Source: an optimization exercise on an open RTL-to-GDS flow (aim: small area, a short achievable clock period and few clock cycles). Production flows keep margins and buffers that such runs may drop. At most, simulation tests tie the RTL to the original design; equivalence was not proved.

## R
Design sha256_v2, start of the top module:
module sha256_v2(
    input wire i_clk,
    input wire i_rst,
    input wire i_write,
    input wire [7:0] i_N,
    input wire [8:0] i_bit_miss,
    input wire i_read,
    input wire [31:0] i_data,
    output reg [31:0] o_data,
    output reg o_done
);
==> flow/config.mk <==
export PLATFORM = sky130hd
export DESIGN_NAME = sha256_v2
export DESIGN_NICKNAME = sha256_v2
export VERILOG_FILES = /design/flow/design.v
export SDC_FILE = /design/flow/constraint.sdc
export NUM_CORES = 8
export LEC_CHECK = 0
export CAP_MARGIN = 20
export CORE_MARGIN = 2
export CORE_UTILIZATION = 55
export CTS_CLUSTER_DIAMETER = 100
export CTS_CLUSTER_SIZE = 20
export SLEW_MARGIN = 20
==> flow/constraint.sdc <==
create_clock -name core_clock -period 20.0 [get_ports {i_clk}]
set_input_delay 4.0000 -clock core_clock [delete_from_list [all_inputs] [get_ports {i_clk}]]
set_output_delay 4.0000 -clock core_clock [all_outputs]
set_load 0.01 [all_outputs]
standard.sh (not shown) runs the stock make flow with config.mk's settings and CLKGATE_MAP_FILE= SYNTH_SCRIPT=/design/flow/synth_recipe.tcl, a recipe that flattens the netlist after the stock synthesis.
==> flow/flow/run.sh <==
#!/bin/bash
# Layout flow: the standard synthesis, then the standard layout with
# the timing repair told to keep a setup margin, so that it closes the design
# at a shorter period than the 20 ns constraint. Each step's full output goes
# to a log file of its own here.
set -euo pipefail
MARGIN=14.9
bash standard.sh synth > synth.log 2>&1
bash standard.sh SETUP_SLACK_MARGIN=$MARGIN finish > layout.log 2>&1
Inputs modified between R and S:
--- a/flow/design.v
+++ b/flow/design.v
@@ -221,32 +221,31 @@
         .o_keep(keep_nx),
         .o_set(set_nx)
     );
     always @(posedge i_clk or negedge i_rst) begin
         if (!i_rst) begin
             wr_r   <= 1'b0;
             t      <= 7'd0;
             padblk <= 1'b0;
             blk    <= 8'd0;
             ro_en  <= 1'b0;
-            o_done <= 1'b0;
         end else begin
             wr_r   <= i_write;
             t      <= t_nx;
             padblk <= padblk_nx;
             blk    <= blk_nx;
             ro_en  <= fin | (ro_en & (t == 7'd0));
-            o_done <= (t == 7'd63) & ~(last & need_pad);
         end
     end
     always @(posedge i_clk) begin
         rd_r   <= i_read;
+        o_done <= (t == 7'd63) & ~(last & need_pad);
         n_r    <= i_N;
         bm_r   <= i_bit_miss;
         last_r <= last_nx;
         keep_r <= keep_nx;
         set_r  <= set_nx;
         if (fin) rc <= 3'd0;
         else if (ro_en & rd_r & (rc != 3'd7)) rc <= rc + 3'd1;
     end
     reg [31:0] W [0:15];
     wire [31:0] wt;       
### Flow results
S | status: complete | timing, DRC, antenna: pass. S and R ended up with roughly the same worst hold slack. Higher final critical-path setup slack goes to S over R. As far as xor/xnor share of the synthesized area is concerned, R and S perform about the same. Comparing the two runs side by side, S comes out ahead of R on post-route cell area. Any difference in final weighted congestion in routability-driven placement between S and R is small enough to ignore. Taking R over S, the count of plain and timing-repair buffers in the layout ratio works out to 1.12. Going from R to S, part of the cycle the worst path needs shrinks by 0.29 points.
No functional check of the RTL was part of any run of this note.


Setup of lane 2:
Another version of the RTL of sha256_v2 (not shown whole).
Size in the first run: ~6400 cells after synthesis, roughly 1200 flip-flops, roughly 62000 µm² of cells after synthesis.
export LEC_CHECK = 0
export ABC_AREA = 1
export CAP_MARGIN = 20
export CORE_MARGIN = 2
export CORE_UTILIZATION = 60
export CTS_CLUSTER_DIAMETER = 100
export CTS_CLUSTER_SIZE = 20
export SLEW_MARGIN = 20
create_clock -name core_clock -period 20.0 [get_ports {i_clk}]
==> flow/flow/run.sh <==
#!/bin/bash
# Layout flow: the standard synthesis, then the standard layout with
# the timing repair told to keep a setup margin, so that it closes the design
# at a shorter period than the 20 ns constraint, and with the ports buffered
# by plain buffers (which the repair may then resize). Each step's full
# output goes to a log file of its own here.
set -euo pipefail
MARGIN=14.9
bash standard.sh synth > synth.log 2>&1
bash standard.sh SETUP_SLACK_MARGIN=$MARGIN "BUFFER_PORTS_ARGS=-buffer_cell sky130_fd_sc_hd__buf_2" "CTS_ARGS=-sink_clustering_enable -repair_clock_nets -sink_clustering_size 20 -sink_clustering_max_diameter 100 -dont_use_dummy_load" finish > layout.log 2>&1
[inputs] lane 3 vs lane 2
diff --git a/flow/design.v b/flow/design.v
--- a/flow/design.v
+++ b/flow/design.v
@@ -185,33 +185,31 @@
     reg        wr_r;         
     reg        rd_r;         
     reg [7:0]  n_r;          
     reg [8:0]  bm_r;         
     reg [6:0]  t;            
     reg        padblk;       
     reg [7:0]  blk;          
     reg        last_r;       
     reg        ro_en;        
     reg [2:0]  rc;           
     reg [31:0] keep_r;       
     reg [31:0] set_r;        
-    reg        first;        
+    wire first    = (blk == 8'd0) & ~padblk;
     wire last     = last_r & ~padblk;
     wire need_pad = (bm_r <= 9'd64);
     wire t_lo     = ~t[6] & ~t[5] & ~t[4];           
     wire rnd_en   = t_lo ? (wr_r | padblk) : ~t[6];   
     wire t64      = t[6];
-    wire msg_end  = padblk | (last & ~need_pad);     
-    wire fin      = t64 & msg_end;
-    wire fin63    = (t == 7'd63) & msg_end;          
+    wire fin      = t64 & (padblk | (last & ~need_pad));
     wire ring_add = t64 | (t[5] & t[4] & t[3] & t[2] & (t[1] | t[0]));  
     wire iv_ld    = (t == 7'd0) & first & ~wr_r;
     wire [6:0] t_nx      = rnd_en ? t + 7'd1 : (t64 ? 7'd0 : t);
     wire       padblk_nx = t64 ? (~fin & (last | padblk)) : padblk;
     wire [7:0] blk_nx    = ~t64 ? blk : (fin ? 8'd0 : (last ? blk : blk + 8'd1));
     wire       last_nx   = (n_r == blk_nx + 8'd1);
     wire       lo_nx     = ~t_nx[6] & ~t_nx[5] & ~t_nx[4];
     wire [31:0] keep_nx, set_nx;
     sha256_padding_v2_top u_pad (
         .i_k(t_nx[3:0]),
         .i_lo(lo_nx),
         .i_first((t_nx == 7'd0) & (blk_nx == 8'd0) & ~padblk_nx),
@@ -221,43 +219,41 @@
         .i_bit_miss(i_bit_miss),
         .i_len({n_r, 9'd0} - {8'd0, bm_r}),
         .o_keep(keep_nx),
         .o_set(set_nx)
     );
     always @(posedge i_clk or negedge i_rst) begin
         if (!i_rst) begin
             wr_r   <= 1'b0;
             t      <= 7'd0;
             padblk <= 1'b0;
             blk    <= 8'd0;
             ro_en  <= 1'b0;
-            first  <= 1'b1;
         end else begin
             wr_r   <= i_write;
             t      <= t_nx;
             padblk <= padblk_nx;
             blk    <= blk_nx;
-            ro_en  <= fin63 | (ro_en & ((t == 7'd0) | t64));
-            first  <= (blk_nx == 8'd0) & ~padblk_nx;
+            ro_en  <= fin | (ro_en & (t == 7'd0));
         end
     end
     always @(posedge i_clk) begin
         rd_r   <= i_read;
-        o_done <= ((t == 7'd63) & ~last & ~padblk) | ((t == 7'd62) & msg_end);
+        o_done <= (t == 7'd63) & ~(last & need_pad);
         n_r    <= i_N;
         bm_r   <= i_bit_miss;
         last_r <= last_nx;
         keep_r <= keep_nx;
         set_r  <= set_nx;
-        if (fin63) rc <= 3'd0;
+        if (fin) rc <= 3'd0;
         else if (ro_en & rd_r & (rc != 3'd7)) rc <= rc + 3'd1;
     end
     reg [31:0] W [0:15];
     wire [31:0] wt;       
     wire [31:0] w_new;
     assign wt = (W[15] & keep_r) | set_r;
     sha256_scheduler_v2 u_sched (
         .w0(W[0]), .w1(W[1]), .w9(W[9]), .w14(W[14]),
         .w_new(w_new)
     );
     wire w15_sched = rnd_en & (t >= 7'd15) & (t <= 7'd62);
     integer i;
@@ -313,27 +309,24 @@
         e  <= (m_rnd & e_new) | (m_ld & add_e) | (m_iv & IV[127:96])  | (m_hold & e);
         f  <= (m_rnd & e)     | (m_ld & HE0)   | (m_iv & IV[95:64])   | (m_hold & f);
         g  <= (m_rnd & f)     | (m_ld & HE1)   | (m_iv & IV[63:32])   | (m_hold & g);
         hk <= ((m_rnd | m_ld) & hk_nx) | (m_iv & (IV[31:0] + 32'h428a2f98)) | (m_hold & hk);
     end
     always @(posedge i_clk) begin
         if (ring_add) begin
             HA0 <= add_a; HA1 <= HA0; HA2 <= HA1; HA3 <= HA2;
             HE0 <= add_e; HE1 <= HE0; HE2 <= HE1; HE3 <= HE2;
         end
     end
     always @(posedge i_clk) begin
-        if (t64) o_data <= add_a;
-        else begin
-            case (rc)
-                3'd0: o_data <= HA0;
-                3'd1: o_data <= HA1;
-                3'd2: o_data <= HA2;
-                3'd3: o_data <= HA3;
-                3'd4: o_data <= HE0;
-                3'd5: o_data <= HE1;
-                3'd6: o_data <= HE2;
-                default: o_data <= HE3;
-            endcase
-        end
+        case (rc)
+            3'd0: o_data <= HA0;
+            3'd1: o_data <= HA1;
+            3'd2: o_data <= HA2;
+            3'd3: o_data <= HA3;
+            3'd4: o_data <= HE0;
+            3'd5: o_data <= HE1;
+            3'd6: o_data <= HE2;
+            default: o_data <= HE3;
+        endcase
     end
 endmodule
==> summary.txt <==
Looking at lane 3 and lane 2, the sequential cell count of the final layout is a wash. Compared lane 3 against lane 2; die area within noise. Compared lane 2 against lane 3; final-stage net count within noise. Diff lane 3 and lane 2: share of final-layout standard cells stronger than drive strength 1 lower in lane 3. Lane 3 improves on lane 2 in worst setup slack. Delta(global routing met1 resource utilization, lane 3 - lane 2) < 0. Between lane 2 and lane 3, global-route wire length before repair decreased. NOTE total number of multi-input combinational cells lane 2->lane 3 decreased slightly. Compared with lane 2, in lane 3 register-to-register setup slack now larger, met2 usage now smaller, number of vias per cell now smaller. Taking lane 2 as the reference, in lane 3 total nets after synthesis rose by 21; distinct cell type count of the synthesized netlist fell by 4.
Testbench counts of lane 3, summed over its fixed seeds: cycles 12,948.
No functional check of the RTL was part of lane 2.


sha256_v2, a different RTL version from the one above (not shown whole).
Size: about 1200 flip-flops, about 86 I/O pins, roughly 0.061 mm2 of cells after synthesis.
export LEC_CHECK = 0
export CAP_MARGIN = 20
export CORE_MARGIN = 2
export CORE_UTILIZATION = 40
export CTS_CLUSTER_DIAMETER = 100
export CTS_CLUSTER_SIZE = 20
export SLEW_MARGIN = 20
create_clock -name core_clock -period 20.0 [get_ports {i_clk}]
==> flow/flow/run.sh <==
#!/bin/bash
# Layout flow: the standard synthesis, then the standard layout with
# the timing repair told to keep a setup margin, so that it closes the design
# at a shorter period than the 20 ns constraint. Each step's full output goes
# to a log file of its own here.
set -euo pipefail
MARGIN=15.0
bash standard.sh synth > synth.log 2>&1
bash standard.sh SETUP_SLACK_MARGIN=$MARGIN finish > layout.log 2>&1
The baseline produced a clean layout.
Change:
--- a/flow/design.v
+++ b/flow/design.v
@@ -30,35 +30,27 @@
             else if (cnt_i_en) i <= i + 8'd1;
             else i <= i;
         end
     end
 endmodule
 module sha256_counter_j_v2 (
-    input  wire [31:0] a,
-    input  wire [31:0] b,
-    output wire [31:0] s
+    input wire        i_clk,
+    input wire        i_rst,
+    input wire        clr_j,
+    input wire        cnt_j_en,
+    output reg [6:0]  j
 );
-    wire [31:0] p0 = a ^ b;
-    wire [31:0] g0 = a & b;
-    reg  [31:0] G, P;
-    integer d, i;
-    always @(*) begin
-        G = g0;
-        P = p0;
-        for (d = 0; d < 5; d = d + 1)
-            for (i = 31; i >= 0; i = i - 1)
-                if (((i + 1) % (2 << d)) == 0) begin
-                    G[i] = G[i] | (P[i] & G[i - (1 << d)]);
-                    P[i] = P[i] & P[i - (1 << d)];
-                end
-        for (d = 3; d >= 0; d = d - 1)
-            for (i = 0; i < 32; i = i + 1)
-                if ((((i + 1) % (2 << d)) == (1 << d)) && (i >= (2 << d)))
-                    G[i] = G[i] | (P[i] & G[i - (1 << d)]);
+    always @(posedge i_clk or negedge i_rst) begin
+        if (!i_rst) begin
+            j <= 0;
+        end else begin
+            if (clr_j) j <= 0;
+            else if (cnt_j_en) j <= j + 7'd1;
+            else j <= j;
+        end
     end
-    assign s = p0 ^ {G[30:0], 1'b0};
 endmodule
 module sha256_functions_v2 (
     input  wire [5:0]  j,
     output wire [31:0] k_j
 );
     assign k_j   = func_k(j);
@@ -172,13 +164,13 @@
     wire [31:0] sg0 = {w1[6:0], w1[31:7]} ^ {w1[17:0], w1[31:18]} ^ (w1 >> 3);
     wire [31:0] sg1 = {w14[16:0], w14[31:17]} ^ {w14[18:0], w14[31:19]} ^ (w14 >> 10);
     wire [31:0] y1s = w0 ^ w9 ^ sg0;
     wire [31:0] y1c = {(w0[30:0] & w9[30:0]) | (w0[30:0] & sg0[30:0]) | (w9[30:0] & sg0[30:0]), 1'b0};
     wire [31:0] y2s = y1s ^ y1c ^ sg1;
     wire [31:0] y2c = {(y1s[30:0] & y1c[30:0]) | (y1s[30:0] & sg1[30:0]) | (y1c[30:0] & sg1[30:0]), 1'b0};
-    sha256_counter_j_v2 u_add (.a(y2s), .b(y2c), .s(w_new));
+    assign w_new = y2s + y2c;
 endmodule
 module sha256_v2(
     input wire i_clk,
     input wire i_rst,
     input wire i_write,
     input wire [7:0] i_N,
@@ -233,23 +225,24 @@
         if (!i_rst) begin
             wr_r   <= 1'b0;
             t      <= 7'd0;
             padblk <= 1'b0;
             blk    <= 8'd0;
             ro_en  <= 1'b0;
+            o_done <= 1'b0;
         end else begin
             wr_r   <= i_write;
             t      <= t_nx;
             padblk <= padblk_nx;
             blk    <= blk_nx;
             ro_en  <= fin | (ro_en & (t == 7'd0));
+            o_done <= (t == 7'd63) & ~(last & need_pad);
         end
     end
     always @(posedge i_clk) begin
         rd_r   <= i_read;
-        o_done <= (t == 7'd63) & ~(last & need_pad);
         n_r    <= i_N;
         bm_r   <= i_bit_miss;
         last_r <= last_nx;
         keep_r <= keep_nx;
         set_r  <= set_nx;
         if (fin) rc <= 3'd0;
@@ -300,16 +293,15 @@
             2'd0: begin iva = IV[255:224]; ive = IV[127:96]; end
             2'd1: begin iva = IV[159:128]; ive = IV[31:0];   end
             2'd2: begin iva = IV[191:160]; ive = IV[63:32];  end
             default: begin iva = IV[223:192]; ive = IV[95:64]; end
         endcase
     end
-    wire [31:0] add_a, add_e, hk_nx;
-    sha256_counter_j_v2 u_add_a (.a(first ? iva : HA3), .b(a), .s(add_a));
-    sha256_counter_j_v2 u_add_e (.a(first ? ive : HE3), .b(e), .s(add_e));
-    sha256_counter_j_v2 u_add_k (.a(t64 ? HE2 : g), .b(kc_nx), .s(hk_nx));
+    wire [31:0] add_a = (first ? iva : HA3) + a;
+    wire [31:0] add_e = (first ? ive : HE3) + e;
+    wire [31:0] hk_nx = (t64 ? HE2 : g) + kc_nx;
     wire s_rnd = rnd_en, s_ld = t64, s_iv = iv_ld;
     wire s_hold = ~(s_rnd | s_ld | s_iv);
     wire [31:0] m_rnd = {32{s_rnd}}, m_ld = {32{s_ld}}, m_iv = {32{s_iv}}, m_hold = {32{s_hold}};
     always @(posedge i_clk) begin
         a  <= (m_rnd & a_new) | (m_ld & add_a) | (m_iv & IV[255:224]) | (m_hold & a);
         b  <= (m_rnd & a)     | (m_ld & HA0)   | (m_iv & IV[223:192]) | (m_hold & b);
=> Global-route usage falls by 0.48 points. Critical path depth falls by 24. Cell area falls slightly. Register-to-register slack improved by 0.55 ns.
No run of this note included a check of the RTL's function; only the layout flow was run.


Another version of the RTL of sha256_v2 (not shown whole).
For scale: roughly 6,400 cells after synthesis, roughly 1,200 flip-flops, ~86 I/O pins, roughly 62,000 µm² of cells after synthesis.
## sha256_v2
module sha256_v2(
    input wire i_clk,
    input wire i_rst,
    input wire i_write,
    input wire [7:0] i_N,
    input wire [8:0] i_bit_miss,
    input wire i_read,
    input wire [31:0] i_data,
    output reg [31:0] o_data,
    output reg o_done
);
    localparam [255:0] IV = {32'h6a09e667, 32'hbb67ae85, 32'h3c6ef372, 32'ha54ff53a,
                             32'h510e527f, 32'h9b05688c, 32'h1f83d9ab, 32'h5be0cd19};
    reg        rd_r;         
    reg [7:0]  n_r;          
    reg [8:0]  bm_r;         
    reg [6:0]  t;            
    reg        padblk;       
    reg [7:0]  blk;          
    reg        last_r;       
    reg        ro_en;        
    reg [2:0]  rc;           
    reg [31:0] keep_r;       
    reg [31:0] set_r;        
    reg        first;        
    reg        rnd_en;       
    reg        iv_ld;        
    reg        w15_sched;    
    reg        ring_add;     
    wire last     = last_r & ~padblk;
    wire need_pad = (bm_r <= 9'd64);
    wire t64      = t[6];
    wire fin      = t64 & (padblk | (last & ~need_pad));
    wire [6:0] t_nx      = rnd_en ? t + 7'd1 : (t64 ? 7'd0 : t);
    wire       padblk_nx = t64 ? (~fin & (last | padblk)) : padblk;
    wire [7:0] blk_nx    = ~t64 ? blk : (fin ? 8'd0 : (last ? blk : blk + 8'd1));
    wire       last_nx   = (n_r == blk_nx + 8'd1);
    wire       lo_nx     = ~t_nx[6] & ~t_nx[5] & ~t_nx[4];
    wire       first_nx  = (blk_nx == 8'd0) & ~padblk_nx;
    wire       rnd_nx    = lo_nx ? (i_write | padblk_nx) : ~t_nx[6];
    wire [31:0] keep_nx, set_nx;
    sha256_padding_v2_top u_pad (
  ...
==> flow/config.mk <==
export PLATFORM = sky130hd
export DESIGN_NAME = sha256_v2
export DESIGN_NICKNAME = sha256_v2
export VERILOG_FILES = /design/flow/design.v
export SDC_FILE = /design/flow/constraint.sdc
export NUM_CORES = 8
export LEC_CHECK = 0
export ABC_AREA = 1
export CAP_MARGIN = 20
export CORE_MARGIN = 2
export CORE_UTILIZATION = 60
export CTS_CLUSTER_DIAMETER = 100
export CTS_CLUSTER_SIZE = 20
export SLEW_MARGIN = 20
==> flow/constraint.sdc <==
create_clock -name core_clock -period 20.0 [get_ports {i_clk}]
set_input_delay 4.0000 -clock core_clock [delete_from_list [all_inputs] [get_ports {i_clk}]]
set_output_delay 4.0000 -clock core_clock [all_outputs]
set_load 0.01 [all_outputs]
==> flow/flow/run.sh <==
#!/bin/bash
# Layout flow: the standard synthesis, then the standard layout with
# the timing repair told to keep a setup margin, so that it closes the design
# at a shorter period than the 20 ns constraint, and with the ports buffered
# by plain buffers (which the repair may then resize); the flip-flops that
# drive output ports are placed next to the ports' buffers. Each step's full
# output goes to a log file of its own here. The repair after global routing
# keeps a larger margin, for what detailed routing adds.
set -euo pipefail
MARGIN=14.9
GRT_MARGIN=15.1
bash standard.sh synth > synth.log 2>&1
ARGS=("MATCH_CELL_FOOTPRINT=0" "BUFFER_PORTS_ARGS=-buffer_cell sky130_fd_sc_hd__buf_2" "POST_GLOBAL_PLACE_TCL=$PWD/flow/place_io_flops.tcl" "CTS_ARGS=-sink_clustering_enable -repair_clock_nets -sink_clustering_size 20 -sink_clustering_max_diameter 100 -dont_use_dummy_load")
bash standard.sh SETUP_SLACK_MARGIN=$MARGIN "${ARGS[@]}" cts > layout.log 2>&1
bash standard.sh SETUP_SLACK_MARGIN=$GRT_MARGIN "${ARGS[@]}" finish > layout2.log 2>&1
==> flow/flow/place_io_flops.tcl <==
# After global placement: put each flip-flop that drives an output port's
# buffer next to that buffer, so the flop-to-port path has a short wire.
# Detailed placement legalizes the moved cells afterwards.
set block [ord::get_db_block]
set moved 0
foreach bterm [$block getBTerms] {
  if {[$bterm getIoType] ne "OUTPUT"} { continue }
  set net [$bterm getNet]
  if {$net eq "NULL"} { continue }
  set buf ""
  foreach it [$net getITerms] {
    if {[$it isOutputSignal]} { set buf [$it getInst] }
  }
  if {$buf eq ""} { continue }
  set ff ""
  foreach it [$buf getITerms] {
    if {![$it isInputSignal]} { continue }
    set n2 [$it getNet]
    if {$n2 eq "NULL"} { continue }
    foreach jt [$n2 getITerms] {
      if {[$jt isOutputSignal] && [[[$jt getInst] getMaster] isSequential]} { set ff [$jt getInst] }
    }
  }
  if {$ff eq ""} { continue }
  set loc [$buf getLocation]
  $ff setLocation [lindex $loc 0] [lindex $loc 1]
  incr moved
}
puts "place_io_flops: moved $moved flip-flops next to their output buffers"
Edit:
--- a/flow/design.v
+++ b/flow/design.v
@@ -175,81 +175,72 @@
     input wire i_write,
     input wire [7:0] i_N,
     input wire [8:0] i_bit_miss,
     input wire i_read,
     input wire [31:0] i_data,
     output reg [31:0] o_data,
     output reg o_done
 );
     localparam [255:0] IV = {32'h6a09e667, 32'hbb67ae85, 32'h3c6ef372, 32'ha54ff53a,
                              32'h510e527f, 32'h9b05688c, 32'h1f83d9ab, 32'h5be0cd19};
+    reg        wr_r;         
     reg        rd_r;         
     reg [7:0]  n_r;          
     reg [8:0]  bm_r;         
     reg [6:0]  t;            
     reg        padblk;       
     reg [7:0]  blk;          
     reg        last_r;       
     reg        ro_en;        
     reg [2:0]  rc;           
     reg [31:0] keep_r;       
     reg [31:0] set_r;        
-    reg        first;        
-    reg        rnd_en;       
-    reg        iv_ld;        
-    reg        w15_sched;    
-    reg        ring_add;     
+    wire first    = (blk == 8'd0) & ~padblk;
     wire last     = last_r & ~padblk;
     wire need_pad = (bm_r <= 9'd64);
+    wire t_lo     = ~t[6] & ~t[5] & ~t[4];           
+    wire rnd_en   = t_lo ? (wr_r | padblk) : ~t[6];   
     wire t64      = t[6];
     wire fin      = t64 & (padblk | (last & ~need_pad));
+    wire ring_add = t64 | (t[5] & t[4] & t[3] & t[2] & (t[1] | t[0]));  
+    wire iv_ld    = (t == 7'd0) & first & ~wr_r;
     wire [6:0] t_nx      = rnd_en ? t + 7'd1 : (t64 ? 7'd0 : t);
     wire       padblk_nx = t64 ? (~fin & (last | padblk)) : padblk;
     wire [7:0] blk_nx    = ~t64 ? blk : (fin ? 8'd0 : (last ? blk : blk + 8'd1));
     wire       last_nx   = (n_r == blk_nx + 8'd1);
     wire       lo_nx     = ~t_nx[6] & ~t_nx[5] & ~t_nx[4];
-    wire       first_nx  = (blk_nx == 8'd0) & ~padblk_nx;
-    wire       rnd_nx    = lo_nx ? (i_write | padblk_nx) : ~t_nx[6];
     wire [31:0] keep_nx, set_nx;
     sha256_padding_v2_top u_pad (
         .i_k(t_nx[3:0]),
         .i_lo(lo_nx),
-        .i_first((t_nx == 7'd0) & first_nx),
+        .i_first((t_nx == 7'd0) & (blk_nx == 8'd0) & ~padblk_nx),
         .i_last(last_nx),
         .i_padblk(padblk_nx),
         .i_N(i_N),
         .i_bit_miss(i_bit_miss),
         .i_len({n_r, 9'd0} - {8'd0, bm_r}),
         .o_keep(keep_nx),
         .o_set(set_nx)
     );
     always @(posedge i_clk or negedge i_rst) begin
         if (!i_rst) begin
-            t         <= 7'd0;
-            padblk    <= 1'b0;
-            blk       <= 8'd0;
-            ro_en     <= 1'b0;
-            first     <= 1'b1;
-            rnd_en    <= 1'b0;
-            iv_ld     <= 1'b1;
-            w15_sched <= 1'b0;
-            ring_add  <= 1'b0;
+            wr_r   <= 1'b0;
+            t      <= 7'd0;
+            padblk <= 1'b0;
+            blk    <= 8'd0;
+            ro_en  <= 1'b0;
         end else begin
-            t         <= t_nx;
-            padblk    <= padblk_nx;
-            blk       <= blk_nx;
-            ro_en     <= fin | (ro_en & (t == 7'd0));
-            first     <= first_nx;
-            rnd_en    <= rnd_nx;
-            iv_ld     <= (t_nx == 7'd0) & first_nx & ~i_write;
-            w15_sched <= rnd_nx & (t_nx >= 7'd15) & (t_nx <= 7'd62);
-            ring_add  <= t_nx[6] | (t_nx >= 7'd61);
+            wr_r   <= i_write;
+            t      <= t_nx;
+            padblk <= padblk_nx;
+            blk    <= blk_nx;
+            ro_en  <= fin | (ro_en & (t == 7'd0));
         end
     end
     always @(posedge i_clk) begin
         rd_r   <= i_read;
         o_done <= (t == 7'd63) & ~(last & need_pad);
         n_r    <= i_N;
         bm_r   <= i_bit_miss;
         last_r <= last_nx;
         keep_r <= keep_nx;
         set_r  <= set_nx;
@@ -257,20 +248,21 @@
         else if (ro_en & rd_r & (rc != 3'd7)) rc <= rc + 3'd1;
     end
     reg [31:0] W [0:15];
     wire [31:0] wt;       
     wire [31:0] w_new;
     assign wt = (W[15] & keep_r) | set_r;
     sha256_scheduler_v2 u_sched (
         .w0(W[0]), .w1(W[1]), .w9(W[9]), .w14(W[14]),
         .w_new(w_new)
     );
+    wire w15_sched = rnd_en & (t >= 7'd15) & (t <= 7'd62);
     integer i;
     always @(posedge i_clk) begin
         if (rnd_en) begin
             for (i = 0; i < 14; i = i + 1) W[i] <= W[i+1];
             W[14] <= wt;
         end
         W[15] <= w15_sched ? w_new : i_data;
     end
     reg [31:0] a, b, c, d, e, f, g, hk;
     reg [31:0] HA0, HA1, HA2, HA3, HE0, HE1, HE2, HE3;
The changed run passed the timing, DRC and antenna checks.
Routed wire length decreases by 2.6%.
Register-to-register slack improved by 30 ps.
Flip-flop and latch count decreases by 4.
Worst setup slack improved by 39 ps.
Maximum frequency went up by 0.77%.
Cell area went down by 1.1%.
Final cell count barely changes.
Sequential share of layout area goes up by 0.32 points.
Clock skew went down by 15 ps.
Hold slack gains 15 ps.
Core utilization barely changes.
Via count hardly moves.
Testbench counts after the change, summed over its fixed seeds: cycles 12,948.
Function not checked in the first run of this note: the RTL went through the layout flow alone.

## static timing again, ports no longer ideal
Ports are ideal in the flow. The routed layouts listed here were re-timed in OpenROAD. Step 1, drivers: a clkbuf_16 drives i_clk and a buf_2 each remaining input, both assumed. Step 2 moves the port delays by t, midway between the first and last clock arrival at a register: inputs arrive t later, outputs are due t later. That takes back most of the time a late clock gives input paths. a / b / c = ideal / step 1 / step 2; a / b = the first two.
run | shift t [ns] | setup slack, ns | worst hold slack (ns)
R | 0.742 | 14.805 / 14.734 / 14.227 | 0.413 / 0.413 / 0.413
S | 0.751 | 14.863 / 14.790 / 14.249 | 0.411 / 0.411 / 0.411
lane 2 | 0.738 | 14.791 / 14.712 / 14.373 | 0.381 / 0.381 / 0.381
lane 3 | 0.732 | 14.855 / 14.776 / 14.337 | 0.401 / 0.401 / 0.401
the first run of note 3 | 0.774 | 14.408 / 14.408 / 13.993 | 0.400 / 0.400 / 0.400
the second run of note 3 | 0.797 | 14.759 / 14.678 / 14.287 | 0.397 / 0.397 / 0.397
the first run of note 4 | 0.739 | 14.830 / 14.750 / 14.368 | 0.386 / 0.386 / 0.386
the second run of note 4 | 0.732 | 14.869 / 14.788 / 14.481 | 0.401 / 0.401 / 0.401
After both steps every run listed still meets setup and hold. The setup slack of S, which loses most, moves by -0.073 ns with the drivers and by -0.614 ns with both steps.
